Background: an optimization exercise with open tools, aiming at small area. Do not read the settings as production practice.
In this exercise RTL edits were held to simulation tests only and were not proved equivalent to the original. The clock port is modelled as an ideal driver; clocking choices that lean on that would not hold on a real chip.

==> inputs of trial 65 <==
==> flow/design.v (excerpt) <==
module cnn_layer1 (
    input          clk,
    input          reset,
    input  [15:0]  pxl_in,
    input          i_data_valid,
    input  [143:0] i_kernel_data,
    output [15:0]  conv_out,
    output         conv_valid,
    output [15:0]  pool_out,
    output         pool_valid
);
==> module max_data, before the edit <==
module max_data (
    input  [15:0] A,
    input  [15:0] B,
    output        gt
);
wire [16:0] c;
assign c[0] = 1'b0;
genvar i;
generate
    for (i = 0; i < 16; i = i + 1) begin : g
        if (i == 0) begin : g0
            assign c[1] = A[0] & ~B[0];
        end else begin : gi
            gt_cell G (.a(A[i]), .b(B[i]), .ci(c[i]), .co(c[i+1]));
        end
    end
endgenerate
assign gt = c[16];
endmodule
==> module max_pooling, before the edit <==
module max_pooling #(
    parameter M = 28
) (
    input             clk,
    input             reset,
    input      [15:0] pixel_in,
    input             i_data_valid,
    input             i_col_odd,
    input             i_row_odd,
    output reg [15:0] o_max_pooled_pixel,
    output reg        o_data_valid
);
    reg  [15:0] prev;         
    reg  [7:0]  lo;           
    reg         found;        
    wire [15:0] above = {q_out, lo};
    wire [7:0]  q_in, q_out;
    wire        new_gt, above_gt;
    max_data C1 (.A(pixel_in), .B(prev), .gt(new_gt));
    max_data C2 (.A(above), .B(o_max_pooled_pixel), .gt(above_gt));
    wire take_new   = i_col_odd & new_gt;
    wire take_prev  = i_col_odd & ~new_gt;
    wire take_above = ~i_col_odd & above_gt;
    wire keep       = ~i_col_odd & ~above_gt;
    assign q_in = ({8{take_new}}  & pixel_in[7:0])
                | ({8{take_prev}} & prev[7:0])
                | ({8{~i_col_odd}} & o_max_pooled_pixel[15:8]);
    shift_reg #(.D(M), .W(8)) Q (.clk(clk), .data_in(q_in), .data_out(q_out));
    always @(posedge clk) begin
        prev <= pixel_in;
        lo   <= q_out;
        o_max_pooled_pixel <= ({16{take_new}}   & pixel_in)
                            | ({16{take_prev}}  & prev)
                            | ({16{take_above}} & above)
                            | ({16{keep}}       & o_max_pooled_pixel);
        found        <= ~reset & i_data_valid & i_col_odd & i_row_odd;
        o_data_valid <= ~reset & found;
    end
endmodule
Settings: LEC_CHECK=0, CAP_MARGIN=20, CELL_PAD_IN_SITES_DETAIL_PLACEMENT=1, CORE_MARGIN=2, CORE_UTILIZATION=40, GPL_TIMING_DRIVEN=0, SLEW_MARGIN=20, SYNTH_HIERARCHICAL=1; clock period 8.0 ns.
standard.sh (not shown) runs the stock make flow with config.mk's settings and CLKGATE_MAP_FILE= SYNTH_SCRIPT=/design/flow/synth_recipe.tcl, a recipe that flattens the netlist after the stock synthesis.
==> flow/flow/run.sh <==
#!/bin/bash
# Layout flow: the standard flow (standard.sh, unchanged synthesis), with
#  - the input and output port buffers made of the smallest buffer, and
#  - a clock tree without dummy loads, with sink clusters of up to 35
#    flip-flops within 90 um.
# make's output goes to standard.log here; ORFS keeps each step's log under
# orfs/logs.
set -euo pipefail
export BUFFER_PORTS_ARGS="-buffer_cell sky130_fd_sc_hd__buf_1"
export CTS_ARGS="-sink_clustering_enable -repair_clock_nets -dont_use_dummy_load -sink_clustering_size 35 -sink_clustering_max_diameter 90 -buf_list {sky130_fd_sc_hd__clkbuf_8 sky130_fd_sc_hd__clkbuf_16}"
bash standard.sh finish > standard.log 2>&1
==> build 66 (differences from trial 65) <==
--- a/flow/design.v
+++ b/flow/design.v
@@ -936,7 +936,7 @@
 module max_data (
     input  [15:0] A,
     input  [15:0] B,
-    output        gt
+    output [15:0] Y
 );
 wire [16:0] c;
 assign c[0] = 1'b0;
@@ -948,13 +948,16 @@
         end else begin : gi
             gt_cell G (.a(A[i]), .b(B[i]), .ci(c[i]), .co(c[i+1]));
         end
+        sel_cell S (.s(c[16]), .a(A[i]), .b(B[i]), .y(Y[i]));
     end
 endgenerate
-assign gt = c[16];
 endmodule
 module gt_cell (input a, input b, input ci, output co);
     assign co = (a & ~b) | (a & ci) | (~b & ci);
 endmodule
+module sel_cell (input s, input a, input b, output y);
+    assign y = s ? a : b;
+endmodule
 `timescale 1ns / 1ps
 module conv_final #(
     parameter M = 28
@@ -1058,26 +1061,17 @@
     reg  [15:0] prev;         
     reg  [7:0]  lo;           
     reg         found;        
-    wire [15:0] above = {q_out, lo};
+    wire [15:0] pair, above, best;
     wire [7:0]  q_in, q_out;
-    wire        new_gt, above_gt;
-    max_data C1 (.A(pixel_in), .B(prev), .gt(new_gt));
-    max_data C2 (.A(above), .B(o_max_pooled_pixel), .gt(above_gt));
-    wire take_new   = i_col_odd & new_gt;
-    wire take_prev  = i_col_odd & ~new_gt;
-    wire take_above = ~i_col_odd & above_gt;
-    wire keep       = ~i_col_odd & ~above_gt;
-    assign q_in = ({8{take_new}}  & pixel_in[7:0])
-                | ({8{take_prev}} & prev[7:0])
-                | ({8{~i_col_odd}} & o_max_pooled_pixel[15:8]);
+    max_data M1 (.A(pixel_in), .B(prev), .Y(pair));
+    assign above = {q_out, lo};
+    max_data M2 (.A(o_max_pooled_pixel), .B(above), .Y(best));
+    assign q_in = i_col_odd ? pair[7:0] : o_max_pooled_pixel[15:8];
     shift_reg #(.D(M), .W(8)) Q (.clk(clk), .data_in(q_in), .data_out(q_out));
     always @(posedge clk) begin
         prev <= pixel_in;
         lo   <= q_out;
-        o_max_pooled_pixel <= ({16{take_new}}   & pixel_in)
-                            | ({16{take_prev}}  & prev)
-                            | ({16{take_above}} & above)
-                            | ({16{keep}}       & o_max_pooled_pixel);
+        o_max_pooled_pixel <= i_col_odd ? pair : best;
         found        <= ~reset & i_data_valid & i_col_odd & i_row_odd;
         o_data_valid <= ~reset & found;
     end
--- a/flow/flow/run.sh
+++ b/flow/flow/run.sh
@@ -1,8 +1,7 @@
 #!/bin/bash
 # Layout flow: the standard flow (standard.sh, unchanged synthesis), with
 #  - the input and output port buffers made of the smallest buffer, and
-#  - a clock tree without dummy loads, with sink clusters of up to 35
-#    flip-flops within 90 um.
+#  - a clock tree without dummy loads, with larger sink clusters.
 # make's output goes to standard.log here; ORFS keeps each step's log under
 # orfs/logs.
 set -euo pipefail
Settings changed: GPL_TIMING_DRIVEN 0 to not set, PLACE_DENSITY set to 0.5.
==> qor summary <==
| quantity | build 66 | trial 65 |
|---|---|---|
| Status | no timing/DRC/antenna violations | no timing/DRC/antenna violations |
| Wire length of the first global-routing pass | 206000 um | 202000 um |
| Tcrit/Tclk final | 0.913 | 0.982 |
| Hold Path Origin | C1.row_2.sr[7][3]$_DFF_P_ | C1.row_2.sr[18][2]$_DFF_P_ |
| Met3 Use GR | 0.0539 | 0.0739 |
| Nonclk inv count | 108 | 107 |
| CP Data Required Time | 8.50 ns | 8.52 ns |
| Clock latency at the later pin of the worst-skew pair | 0.68 ns | 0.66 ns |
| Seq/total area | 0.475 | 0.484 |
| Filler instances | 12102 | 12157 |
| Data-path buffer share of cell area in the final layout | 0.0318 | 0.0205 |
| Core Util, Final | 0.443 | 0.436 |
| Arr. time, crit path | 7.80 ns | 8.38 ns |

========
==> inputs of run a <==
Another version of the RTL of cnn_layer1 (not shown whole).
clock: 8.0 ns
lec_check: 0
cap_margin: 20
cell_pad_in_sites_detail_placement: 1
core_margin: 2
core_utilization: 40
gpl_timing_driven: 0
slew_margin: 20
synth_hierarchical: 1
==> flow/flow/run.sh <==
#!/bin/bash
# Layout flow: the standard flow (standard.sh, unchanged synthesis), with
#  - the input and output port buffers made of the smallest buffer, and
#  - a clock tree without dummy loads, with sink clusters of up to 35
#    flip-flops within 90 um.
# make's output goes to standard.log here; ORFS keeps each step's log under
# orfs/logs.
set -euo pipefail
export BUFFER_PORTS_ARGS="-buffer_cell sky130_fd_sc_hd__buf_1"
export CTS_ARGS="-sink_clustering_enable -repair_clock_nets -dont_use_dummy_load -sink_clustering_size 35 -sink_clustering_max_diameter 90 -buf_list {sky130_fd_sc_hd__clkbuf_8 sky130_fd_sc_hd__clkbuf_16}"
bash standard.sh finish > standard.log 2>&1
==> run b: changes against run a <==
--- a/flow/design.v
+++ b/flow/design.v
@@ -1,19 +1,13 @@
 `timescale 1ns / 1ps
 module fa (input a, input b, input c, output s, output co);
     assign s = a ^ b ^ c;
     assign co = (a & b) | (a & c) | (b & c);
 endmodule
-module xnr (input a, input b, output y);
-    assign y = ~(a ^ b);
-endmodule
-module orr (input a, input b, output y);
-    assign y = a | b;
-endmodule
 module ha (input a, input b, output s, output co);
     assign s = a ^ b;
     assign co = a & b;
 endmodule
 module ppb (input s1, input a, input s2, input b, input s3, input c, output y);
     assign y = ~((s1 & a) | (s2 & b) | (s3 & c));
 endmodule
 module mac0 (input [15:0] x, input [15:0] x3, input [15:0] w, output [15:0] out);
@@ -740,161 +734,148 @@
     ppb up6_15 (.s1(s1_6), .a(x[3]), .s2(s2_6), .b(x[2]), .s3(s3_6), .c(x3[3]), .y(p6_15));
     wire p7_14 = ~((w[14] & x[0]));
     wire p7_15;
     ppb up7_15 (.s1(s1_7), .a(x[1]), .s2(s2_7), .b(x[0]), .s3(s3_7), .c(x3[1]), .y(p7_15));
     wire t2;
     ha ut1 (.a(acc[0]), .b(p0_0), .s(out[0]), .co(t2));
     wire t4;
     fa ut3 (.a(acc[1]), .b(p0_1), .c(t2), .s(out[1]), .co(t4));
-    wire t5, t6;
-    xnr ut5 (.a(acc[2]), .b(p0_2), .y(t5));
-    orr ut6 (.a(acc[2]), .b(p0_2), .y(t6));
+    wire t5 = 1'b1 ^ acc[2] ^ p0_2;
+    wire t6 = (1'b1 & acc[2]) | (1'b1 & p0_2) | (acc[2] & p0_2);
     wire t8;
     fa ut7 (.a(p1_2), .b(t5), .c(t4), .s(out[2]), .co(t8));
-    wire t9, t10;
-    xnr ut9 (.a(acc[3]), .b(p0_3), .y(t9));
-    orr ut10 (.a(acc[3]), .b(p0_3), .y(t10));
+    wire t9 = 1'b1 ^ acc[3] ^ p0_3;
+    wire t10 = (1'b1 & acc[3]) | (1'b1 & p0_3) | (acc[3] & p0_3);
     wire t11, t12;
     fa ut11 (.a(p1_3), .b(t6), .c(t9), .s(t11), .co(t12));
     wire t14;
     ha ut13 (.a(t11), .b(t8), .s(out[3]), .co(t14));
-    wire t15, t16;
-    xnr ut15 (.a(acc[4]), .b(p0_4), .y(t15));
-    orr ut16 (.a(acc[4]), .b(p0_4), .y(t16));
+    wire t15 = 1'b1 ^ acc[4] ^ p0_4;
+    wire t16 = (1'b1 & acc[4]) | (1'b1 & p0_4) | (acc[4] & p0_4);
     wire t17, t18;
     fa ut17 (.a(p1_4), .b(p2_4), .c(t10), .s(t17), .co(t18));
     wire t19, t20;
     fa ut19 (.a(t15), .b(t17), .c(t12), .s(t19), .co(t20));
     wire t22;
     ha ut21 (.a(t14), .b(t19), .s(out[4]), .co(t22));
-    wire t23, t24;
-    xnr ut23 (.a(acc[5]), .b(p0_5), .y(t23));
-    orr ut24 (.a(acc[5]), .b(p0_5), .y(t24));
+    wire t23 = 1'b1 ^ acc[5] ^ p0_5;
+    wire t24 = (1'b1 & acc[5]) | (1'b1 & p0_5) | (acc[5] & p0_5);
     wire t25, t26;
     fa ut25 (.a(p1_5), .b(p2_5), .c(t16), .s(t25), .co(t26));
     wire t27, t28;
     fa ut27 (.a(t23), .b(t18), .c(t25), .s(t27), .co(t28));
     wire t30;
     fa ut29 (.a(t20), .b(t27), .c(t22), .s(out[5]), .co(t30));
-    wire t31, t32;
-    xnr ut31 (.a(acc[6]), .b(p0_6), .y(t31));
-    orr ut32 (.a(acc[6]), .b(p0_6), .y(t32));
+    wire t31 = 1'b1 ^ acc[6] ^ p0_6;
+    wire t32 = (1'b1 & acc[6]) | (1'b1 & p0_6) | (acc[6] & p0_6);
     wire t33, t34;
     fa ut33 (.a(p1_6), .b(p2_6), .c(p3_6), .s(t33), .co(t34));
     wire t35, t36;
     fa ut35 (.a(t24), .b(t31), .c(t33), .s(t35), .co(t36));
     wire t37, t38;
     fa ut37 (.a(t26), .b(t35), .c(t28), .s(t37), .co(t38));
     wire t40;
     ha ut39 (.a(t37), .b(t30), .s(out[6]), .co(t40));
-    wire t41, t42;
-    xnr ut41 (.a(acc[7]), .b(p0_7), .y(t41));
-    orr ut42 (.a(acc[7]), .b(p0_7), .y(t42));
+    wire t41 = 1'b1 ^ acc[7] ^ p0_7;
+    wire t42 = (1'b1 & acc[7]) | (1'b1 & p0_7) | (acc[7] & p0_7);
     wire t43, t44;
     fa ut43 (.a(p1_7), .b(p2_7), .c(p3_7), .s(t43), .co(t44));
     wire t45, t46;
     fa ut45 (.a(t32), .b(t34), .c(t41), .s(t45), .co(t46));
     wire t47, t48;
     fa ut47 (.a(t43), .b(t36), .c(t45), .s(t47), .co(t48));
     wire t50;
     fa ut49 (.a(t47), .b(t38), .c(t40), .s(out[7]), .co(t50));
-    wire t51, t52;
-    xnr ut51 (.a(acc[8]), .b(p0_8), .y(t51));
-    orr ut52 (.a(acc[8]), .b(p0_8), .y(t52));
+    wire t51 = 1'b1 ^ acc[8] ^ p0_8;
+    wire t52 = (1'b1 & acc[8]) | (1'b1 & p0_8) | (acc[8] & p0_8);
     wire t53, t54;
     fa ut53 (.a(p1_8), .b(p2_8), .c(p3_8), .s(t53), .co(t54));
     wire t55, t56;
     fa ut55 (.a(p4_8), .b(t42), .c(t44), .s(t55), .co(t56));
     wire t57, t58;
     fa ut57 (.a(t51), .b(t53), .c(t55), .s(t57), .co(t58));
     wire t59, t60;
     fa ut59 (.a(t46), .b(t48), .c(t57), .s(t59), .co(t60));
     wire t62;
     ha ut61 (.a(t59), .b(t50), .s(out[8]), .co(t62));
-    wire t63, t64;
-    xnr ut63 (.a(acc[9]), .b(p0_9), .y(t63));
-    orr ut64 (.a(acc[9]), .b(p0_9), .y(t64));
+    wire t63 = 1'b1 ^ acc[9] ^ p0_9;
+    wire t64 = (1'b1 & acc[9]) | (1'b1 & p0_9) | (acc[9] & p0_9);
     wire t65, t66;
     fa ut65 (.a(p1_9), .b(p2_9), .c(p3_9), .s(t65), .co(t66));
     wire t67, t68;
     fa ut67 (.a(p4_9), .b(t52), .c(t54), .s(t67), .co(t68));
     wire t69, t70;
     fa ut69 (.a(t63), .b(t65), .c(t56), .s(t69), .co(t70));
     wire t71, t72;
     fa ut71 (.a(t67), .b(t58), .c(t69), .s(t71), .co(t72));
     wire t74;
     fa ut73 (.a(t60), .b(t71), .c(t62), .s(out[9]), .co(t74));
-    wire t75, t76;
-    xnr ut75 (.a(acc[10]), .b(p0_10), .y(t75));
-    orr ut76 (.a(acc[10]), .b(p0_10), .y(t76));
+    wire t75 = 1'b1 ^ acc[10] ^ p0_10;
+    wire t76 = (1'b1 & acc[10]) | (1'b1 & p0_10) | (acc[10] & p0_10);
     wire t77, t78;
     fa ut77 (.a(p1_10), .b(p2_10), .c(p3_10), .s(t77), .co(t78));
     wire t79, t80;
     fa ut79 (.a(p4_10), .b(p5_10), .c(t64), .s(t79), .co(t80));
     wire t81, t82;
     fa ut81 (.a(t66), .b(t75), .c(t77), .s(t81), .co(t82));
     wire t83, t84;
     fa ut83 (.a(t68), .b(t79), .c(t81), .s(t83), .co(t84));
     wire t85, t86;
     fa ut85 (.a(t70), .b(t83), .c(t72), .s(t85), .co(t86));
     wire t88;
     ha ut87 (.a(t85), .b(t74), .s(out[10]), .co(t88));
-    wire t89, t90;
-    xnr ut89 (.a(acc[11]), .b(p0_11), .y(t89));
-    orr ut90 (.a(acc[11]), .b(p0_11), .y(t90));
+    wire t89 = 1'b1 ^ acc[11] ^ p0_11;
+    wire t90 = (1'b1 & acc[11]) | (1'b1 & p0_11) | (acc[11] & p0_11);
     wire t91, t92;
     fa ut91 (.a(p1_11), .b(p2_11), .c(p3_11), .s(t91), .co(t92));
     wire t93, t94;
     fa ut93 (.a(p4_11), .b(p5_11), .c(t76), .s(t93), .co(t94));
     wire t95, t96;
     fa ut95 (.a(t78), .b(t89), .c(t91), .s(t95), .co(t96));
     wire t97, t98;
     fa ut97 (.a(t80), .b(t93), .c(t82), .s(t97), .co(t98));
     wire t99, t100;
     fa ut99 (.a(t95), .b(t84), .c(t97), .s(t99), .co(t100));
     wire t102;
     fa ut101 (.a(t99), .b(t86), .c(t88), .s(out[11]), .co(t102));
-    wire t103, t104;
-    xnr ut103 (.a(acc[12]), .b(p0_12), .y(t103));
-    orr ut104 (.a(acc[12]), .b(p0_12), .y(t104));
+    wire t103 = 1'b1 ^ acc[12] ^ p0_12;
+    wire t104 = (1'b1 & acc[12]) | (1'b1 & p0_12) | (acc[12] & p0_12);
     wire t105, t106;
     fa ut105 (.a(p1_12), .b(p2_12), .c(p3_12), .s(t105), .co(t106));
     wire t107, t108;
     fa ut107 (.a(p4_12), .b(p5_12), .c(p6_12), .s(t107), .co(t108));
     wire t109, t110;
     fa ut109 (.a(t90), .b(t92), .c(t103), .s(t109), .co(t110));
     wire t111, t112;
     fa ut111 (.a(t105), .b(t107), .c(t94), .s(t111), .co(t112));
     wire t113, t114;
     fa ut113 (.a(t96), .b(t109), .c(t111), .s(t113), .co(t114));
     wire t115, t116;
     fa ut115 (.a(t98), .b(t100), .c(t113), .s(t115), .co(t116));
     wire t118;
     ha ut117 (.a(t115), .b(t102), .s(out[12]), .co(t118));
-    wire t119, t120;
-    xnr ut119 (.a(acc[13]), .b(p0_13), .y(t119));
-    orr ut120 (.a(acc[13]), .b(p0_13), .y(t120));
+    wire t119 = 1'b1 ^ acc[13] ^ p0_13;
+    wire t120 = (1'b1 & acc[13]) | (1'b1 & p0_13) | (acc[13] & p0_13);
     wire t121, t122;
     fa ut121 (.a(p1_13), .b(p2_13), .c(p3_13), .s(t121), .co(t122));
     wire t123, t124;
     fa ut123 (.a(p4_13), .b(p5_13), .c(p6_13), .s(t123), .co(t124));
     wire t125, t126;
     fa ut125 (.a(t104), .b(t106), .c(t108), .s(t125), .co(t126));
     wire t127, t128;
     fa ut127 (.a(t119), .b(t121), .c(t123), .s(t127), .co(t128));
     wire t129, t130;
     fa ut129 (.a(t125), .b(t110), .c(t127), .s(t129), .co(t130));
     wire t131, t132;
     fa ut131 (.a(t112), .b(t129), .c(t114), .s(t131), .co(t132));
     wire t134;
     fa ut133 (.a(t116), .b(t131), .c(t118), .s(out[13]), .co(t134));
-    wire t135, t136;
-    xnr ut135 (.a(acc[14]), .b(p0_14), .y(t135));
-    orr ut136 (.a(acc[14]), .b(p0_14), .y(t136));
+    wire t135 = 1'b1 ^ acc[14] ^ p0_14;
+    wire t136 = (1'b1 & acc[14]) | (1'b1 & p0_14) | (acc[14] & p0_14);
     wire t137, t138;
     fa ut137 (.a(p1_14), .b(p2_14), .c(p3_14), .s(t137), .co(t138));
     wire t139, t140;
     fa ut139 (.a(p4_14), .b(p5_14), .c(p6_14), .s(t139), .co(t140));
     wire t141, t142;
     fa ut141 (.a(p7_14), .b(t120), .c(t122), .s(t141), .co(t142));
     wire t143, t144;
     fa ut143 (.a(t124), .b(t135), .c(t137), .s(t143), .co(t144));
@@ -950,35 +931,38 @@
         sr[i] <= sr[i-1];
 end
 assign data_out = sr[D-1];
 endmodule
 `timescale 1ns / 1ps
 module max_data (
     input  [15:0] A,
     input  [15:0] B,
-    output        gt
+    output [15:0] Y
 );
 wire [16:0] c;
 assign c[0] = 1'b0;
 genvar i;
 generate
     for (i = 0; i < 16; i = i + 1) begin : g
         if (i == 0) begin : g0
             assign c[1] = A[0] & ~B[0];
         end else begin : gi
             gt_cell G (.a(A[i]), .b(B[i]), .ci(c[i]), .co(c[i+1]));
         end
+        sel_cell S (.s(c[16]), .a(A[i]), .b(B[i]), .y(Y[i]));
     end
 endgenerate
-assign gt = c[16];
 endmodule
 module gt_cell (input a, input b, input ci, output co);
     assign co = (a & ~b) | (a & ci) | (~b & ci);
 endmodule
+module sel_cell (input s, input a, input b, output y);
+    assign y = s ? a : b;
+endmodule
 `timescale 1ns / 1ps
 module conv_final #(
     parameter M = 28
 ) (
     input          clk,
     input          reset,
     input  [15:0]  pxl_in,
     input          i_data_valid,
@@ -1072,36 +1056,27 @@
     input             i_col_odd,
     input             i_row_odd,
     output reg [15:0] o_max_pooled_pixel,
     output reg        o_data_valid
 );
     reg  [15:0] prev;         
     reg  [7:0]  lo;           
     reg         found;        
-    wire [15:0] above = {q_out, lo};
+    wire [15:0] pair, above, best;
     wire [7:0]  q_in, q_out;
-    wire        new_gt, above_gt;
-    max_data C1 (.A(pixel_in), .B(prev), .gt(new_gt));
-    max_data C2 (.A(above), .B(o_max_pooled_pixel), .gt(above_gt));
-    wire take_new   = i_col_odd & new_gt;
-    wire take_prev  = i_col_odd & ~new_gt;
-    wire take_above = ~i_col_odd & above_gt;
-    wire keep       = ~i_col_odd & ~above_gt;
-    assign q_in = ({8{take_new}}  & pixel_in[7:0])
-                | ({8{take_prev}} & prev[7:0])
-                | ({8{~i_col_odd}} & o_max_pooled_pixel[15:8]);
+    max_data M1 (.A(pixel_in), .B(prev), .Y(pair));
+    assign above = {q_out, lo};
+    max_data M2 (.A(o_max_pooled_pixel), .B(above), .Y(best));
+    assign q_in = i_col_odd ? pair[7:0] : o_max_pooled_pixel[15:8];
     shift_reg #(.D(M), .W(8)) Q (.clk(clk), .data_in(q_in), .data_out(q_out));
     always @(posedge clk) begin
         prev <= pixel_in;
         lo   <= q_out;
-        o_max_pooled_pixel <= ({16{take_new}}   & pixel_in)
-                            | ({16{take_prev}}  & prev)
-                            | ({16{take_above}} & above)
-                            | ({16{keep}}       & o_max_pooled_pixel);
+        o_max_pooled_pixel <= i_col_odd ? pair : best;
         found        <= ~reset & i_data_valid & i_col_odd & i_row_odd;
         o_data_valid <= ~reset & found;
     end
 endmodule
 `timescale 1ns / 1ps
 module cnn_layer1 (
     input          clk,
     input          reset,
==> flow/flow/run.sh (replaced) <==
#!/bin/bash
# Layout flow: the standard flow (standard.sh, unchanged synthesis), with
#  - the input and output port buffers made of the smallest buffer, and
#  - a clock tree without dummy loads, with sink clusters of up to 30
#    flip-flops within 120 um.
# make's output goes to standard.log here; ORFS keeps each step's log under
# orfs/logs.
set -euo pipefail
export BUFFER_PORTS_ARGS="-buffer_cell sky130_fd_sc_hd__buf_1"
export CTS_ARGS="-sink_clustering_enable -repair_clock_nets -dont_use_dummy_load -sink_clustering_size 30 -sink_clustering_max_diameter 120 -buf_list {sky130_fd_sc_hd__clkbuf_8 sky130_fd_sc_hd__clkbuf_16}"
bash standard.sh finish > standard.log 2>&1
==> summary.txt <==
- The area overhead of the layout relative to synthesis is 8.749%.
- The post-DP HPWL is 96,570 um.
- The run finished with no timing, DRC or antenna violations.
- The number of cells on the worst reg-to-reg path is 21.
- The number of antenna violations at the first check in global routing is 56.
- The number of cell rows is 127.
- The per-cell via count in the routed design is 5.926.
Source of the figures above: run b

==> summary.txt <==
- The number of clock buffers in the layout is 45.
- The count of pins over their slew limit came to 0.
- The number of antenna violations at the first check in global routing was 58.
- The per-cell via count in the routed design is 6.047.
- After detailed routing, the met2 layer carries 60,870 um of wire.
- The flow ran to the end and the layout has no timing, DRC or antenna violations.
- The area growth from synthesis to layout is 8.376%.
- The number of nets in the layout is 4,263.
- For the worst flop-to-flop path, the logic depth is 22.
- The post-DP HPWL is 96,910 um.
Source of the figures above: run a

==> afterwards: timing with drivers on the ports <==
Ports are ideal in the flow. The routed layouts listed here were re-timed in OpenROAD.
Step 1 assumes that a clkbuf_16 drives the clock port and a buf_2 every other input.
Step 2 times the ports against the registers' clock, not the clock port: input delays grow and output delays shrink by t, the midpoint of the rising clock arrivals with the driver on.
a / b / c = ideal ports / drivers / drivers and shift; a / b = the first two.
run	t (ns)	slack for setup (ns)	worst data-port slew with drivers (ns)
trial 65	0.686	0.146 / 0.069 / -0.617	0.19
build 66	0.709	0.699 / 0.685 / -0.024	0.14
run a	0.683	0.187 / 0.187 / -0.444	0.20
run b	0.683	0.212 / 0.182 / -0.501	0.20
With both steps, setup timing fails in every run listed, where it was met with ideal ports. The setup slack of trial 65, which loses most, moves by -0.077 ns with the drivers and by -0.763 ns with both steps.
